This design comes from an exercise in tuning for small area, a short achievable clock period and few clock cycles per item on the open sky130 flow, not from production work.
At most, simulation tests tie the RTL to the original design; equivalence was not proved.

## el2_exu_div_ctl
module el2_exu_div_ctl
  (
   input logic           clk,                        
   input logic           rst_l,                      
   input logic           dp_valid,                   
   input logic           dp_unsign,                  
   input logic           dp_rem,                     
   input logic  [31:0]   dividend,                   
   input logic  [31:0]   divisor,                    
   input logic           cancel,                     
   output logic          finish_dly,                 
   output logic [31:0]   out                         
  );
Size: roughly 1600 cells after synthesis.
Settings: LEC_CHECK=0, CAP_MARGIN=40, CORE_MARGIN=2, CORE_UTILIZATION=40, SETUP_SLACK_MARGIN=5, SLEW_MARGIN=40, SYNTH_HIERARCHICAL=1, SYNTH_MINIMUM_KEEP_SIZE=0; clock period 12.0 ns.
standard.sh (not shown) runs the stock make flow with config.mk's settings and CLKGATE_MAP_FILE= SYNTH_SCRIPT=/design/flow/synth_recipe.tcl, a recipe that flattens the netlist after the stock synthesis.
==> flow/flow/run.sh <==
#!/bin/bash
set -euo pipefail
MARGIN=${MARGIN:-6.5}
sed -E "s/SETUP_SLACK_MARGIN=[^ ]+/SETUP_SLACK_MARGIN=${MARGIN}/" standard.sh > standard_margin.sh
bash standard_margin.sh > flow.log 2>&1
The first run passed the timing, DRC and antenna checks.
Testbench counts at the start, summed over its fixed seeds: cycles 18,134, items 3,200.
Rerun with:
--- a/flow/flow/run.sh
+++ b/flow/flow/run.sh
@@ -3 +3 @@
-MARGIN=${MARGIN:-6.5}
+MARGIN=${MARGIN:-7.0}
Effect: Final area increases by 8.2%; clock-buffer cell count does not change; sequential cell count stays the same; register-to-register slack gains 0.38 ns; die area stays the same; cell count increases by about 3%; utilization is higher by 3.8 points; wire length came out higher by 9.0%; worst setup slack gains 0.29 ns.

== exp/delta ==
The RTL this note starts from:
==> flow/design.v <==
module el2_exu_div_ctl
  (
   input logic           clk,                        
   input logic           rst_l,                      
   input logic           dp_valid,                   
   input logic           dp_unsign,                  
   input logic           dp_rem,                     
   input logic  [31:0]   dividend,                   
   input logic  [31:0]   divisor,                    
   input logic           cancel,                     
   output logic          finish_dly,                 
   output logic [31:0]   out                         
  );
   function automatic logic [5:0] clz32 (input logic [31:0] x);
      clz32 = 6'd32;
      for (int i = 0; i < 32; i++)
         if (x[i]) clz32 = 31 - i;
   endfunction
   logic        sv_ff;                  
   logic        it_ff;                  
   logic        fin_ff;                 
   logic [3:0]  cnt_ff;                 
   logic        busy;
   logic [31:0] r_ff;                   
   logic [31:0] q_ff;                   
   logic [32:0] b_ff;                   
   logic        rem_ff, negq_ff, negr_ff;
   logic        sa, sb;
   logic [31:0] abs_a, abs_b;
   assign busy  = sv_ff | it_ff;
   assign sa    = ~dp_unsign & dividend[31];
   assign sb    = ~dp_unsign & divisor[31];
   assign abs_a = sa ? -dividend : dividend;
   assign abs_b = sb ? -divisor  : divisor;
   logic [5:0]  clza, clzb;
   logic [6:0]  sdiff;
   logic        bzero, early;
   logic [4:0]  tsh;
   logic [32:0] b_al;
   assign clza  = clz32(r_ff);
   assign clzb  = clz32(b_ff[31:0]);
   assign bzero = clzb[5];
   assign sdiff = {1'b0,clzb} - {1'b0,clza};
   assign early = sdiff[6];                               
   assign tsh   = bzero ? 5'd31 : {sdiff[4:1],1'b1};
   assign b_al  = {1'b0,b_ff[31:0]} << tsh;
   logic [33:0] d1;
   logic [32:0] d2;
   logic        q1, q2;
   logic [31:0] r1, r2;
   assign d1 = {2'b0,r_ff} - {1'b0,b_ff};
   assign q1 = it_ff & ~d1[33];
   assign r1 = q1 ? d1[31:0] : r_ff;
   assign d2 = {1'b0,r1} - {1'b0,b_ff[32:1]};
   assign q2 = it_ff & ~d2[32];
   assign r2 = q2 ? d2[31:0] : r1;
   always_ff @(posedge clk or negedge rst_l) begin
      if (!rst_l) begin
         sv_ff  <= 1'b0;
         it_ff  <= 1'b0;
         fin_ff <= 1'b0;
      end
      else begin
         sv_ff  <= dp_valid & ~cancel;
         it_ff  <= ~cancel & ((sv_ff & ~early) | (it_ff & (cnt_ff != 4'd0)));
         fin_ff <= ~cancel & it_ff & (cnt_ff == 4'd0);
      end
   end
   always_ff @(posedge clk) begin
      cnt_ff <= sv_ff ? tsh[4:1] : cnt_ff - 4'd1;
      q_ff   <= it_ff ? {q_ff[29:0], q1, q2} : 32'b0;
      r_ff   <= busy ? r2 : abs_a;
      b_ff   <= sv_ff ? b_al : it_ff ? {2'b0, b_ff[32:2]} : {1'b0, abs_b};
      if (!busy) begin
         rem_ff  <= dp_rem;
         negr_ff <= sa;
         negq_ff <= sa ^ sb;
      end
      else if (sv_ff & bzero)
         negq_ff <= 1'b0;
   end
   logic [31:0] res;
   logic        negres;
   assign res        = rem_ff ? r_ff : q_ff;
   assign negres     = rem_ff ? negr_ff : negq_ff;
   assign out        = negres ? -res : res;
   assign finish_dly = ~cancel & (fin_ff | (sv_ff & early));
endmodule  
Settings: LEC_CHECK=0, CAP_MARGIN=40, CORE_MARGIN=2, CORE_UTILIZATION=40, SETUP_SLACK_MARGIN=1.0, SLEW_MARGIN=40; clock period 12.0 ns.
run.sh (not shown) runs the stock make flow with config.mk's settings and CLKGATE_MAP_FILE= SYNTH_SCRIPT=/design/flow/synth_recipe.tcl, a recipe that flattens the netlist after the stock synthesis.
Stock flow here: none of the scripts above is used.
exp/delta completed; timing, DRC and antenna clean
## Diff of input files: exp/cedar against exp/delta
Settings: swapping 1.0 for 5 in SETUP_SLACK_MARGIN.
### Flow results
- exp/cedar ended with every stage complete and zero timing, DRC or antenna violations.
- Compared with exp/delta, final design area excluding fillers in exp/cedar increased slightly.
- Cell with the largest stage delay on the worst path = or4b_1: exp/cedar; cell with the largest stage delay on the worst path = a2111oi_0: exp/delta
- Between exp/delta and exp/cedar, the met3 track utilization from global routing does not differ in any meaningful way.
- Layout overhead on the synthesized area came out higher on exp/cedar than on exp/delta.
- Compared exp/cedar vs exp/delta, and footprint of the multi-input gates is up in exp/cedar.
- In exp/cedar, the biggest cell delay along the critical path came out 0.06 ns above the value in exp/delta.
- Number of vias per cell across exp/delta and exp/cedar: no real change.
- After detailed routing, exp/delta needs less wire than exp/cedar.
- exp/delta and exp/cedar ended up with nearly the same wire length of the first global-routing pass.
[inputs] exp/indigo vs exp/cedar
==> flow/flow/run.sh (new file) <==
#!/bin/bash
set -euo pipefail
MARGIN=${MARGIN:-6.5}
sed -E "s/SETUP_SLACK_MARGIN=[^ ]+/SETUP_SLACK_MARGIN=${MARGIN}/" standard.sh > standard_margin.sh
bash standard_margin.sh > flow.log 2>&1
==> flow/standard.sh (new file) <==
#!/bin/bash
# synth_recipe.tcl (not shown) runs the flow's synth.tcl, then flattens the netlist and writes it again
# the make line also repeats each setting of config.mk as NAME=value (left out here)
make -C /OpenROAD-flow-scripts/flow DESIGN_CONFIG=/design/flow/config.mk WORK_HOME=/design/flow/orfs CLKGATE_MAP_FILE= SYNTH_SCRIPT=/design/flow/synth_recipe.tcl "${@:-finish}"
removed: flow/run.sh
[summary]
In exp/indigo relative to exp/cedar, placer's final routability congestion estimate had gone down slightly.
Re final cell count: exp/cedar and exp/indigo aren't equal, and the higher value belongs to exp/indigo.
The time the final worst path needs with I/O delays and setup number comes out higher for exp/cedar vs exp/indigo.
Between exp/indigo and exp/cedar, it is exp/indigo whose non-clock buffer count is higher, by 85.
Compared with exp/cedar, in exp/indigo final area shows an increase of about 13%, via count of the routed design now sits higher, worst setup slack +0.66 ns, critical path depth shrank by 9.
exp/cedar reports its timing endpoint of the critical path as r_ff[16] while exp/indigo reports finish_dly.
On exp/indigo: met3 routed wirelength is 27% higher than what exp/cedar gave.
No run of this note included a check of the RTL's function; only the layout flow was run.

[port drivers added, routing unchanged]
Ports are ideal in the flow. The routed layouts listed here were re-timed in OpenROAD. Step 1, drivers: a clkbuf_16 drives clk and a buf_2 each remaining input, both assumed. Step 2 also shifts input and output timing later by t, the mid clock arrival at the registers, as if the neighbouring blocks saw the same clock. Slacks: ideal / step 1 / step 2; pairs: ideal / step 1.
| run | shift t [ns] | slack for setup (ns) | cell pins on the clock port's net |
|---|---|---|---|
| the first run of note 1 | 0.402 | 6.584 / 6.566 / 6.566 | 1 |
| the second run of note 1 | 0.407 | 6.871 / 6.851 / 6.851 | 1 |
| exp/delta | 0.422 | 4.483 / 4.483 / 4.483 | 1 |
| exp/cedar | 0.422 | 5.313 / 5.280 / 5.313 | 1 |
| exp/indigo | 0.419 | 5.974 / 5.923 / 6.021 | 1 |
After both steps setup and hold are still met in every run listed. The setup slack of the second run of note 1, which loses most, moves by -0.020 ns with the drivers and by -0.020 ns with both steps.
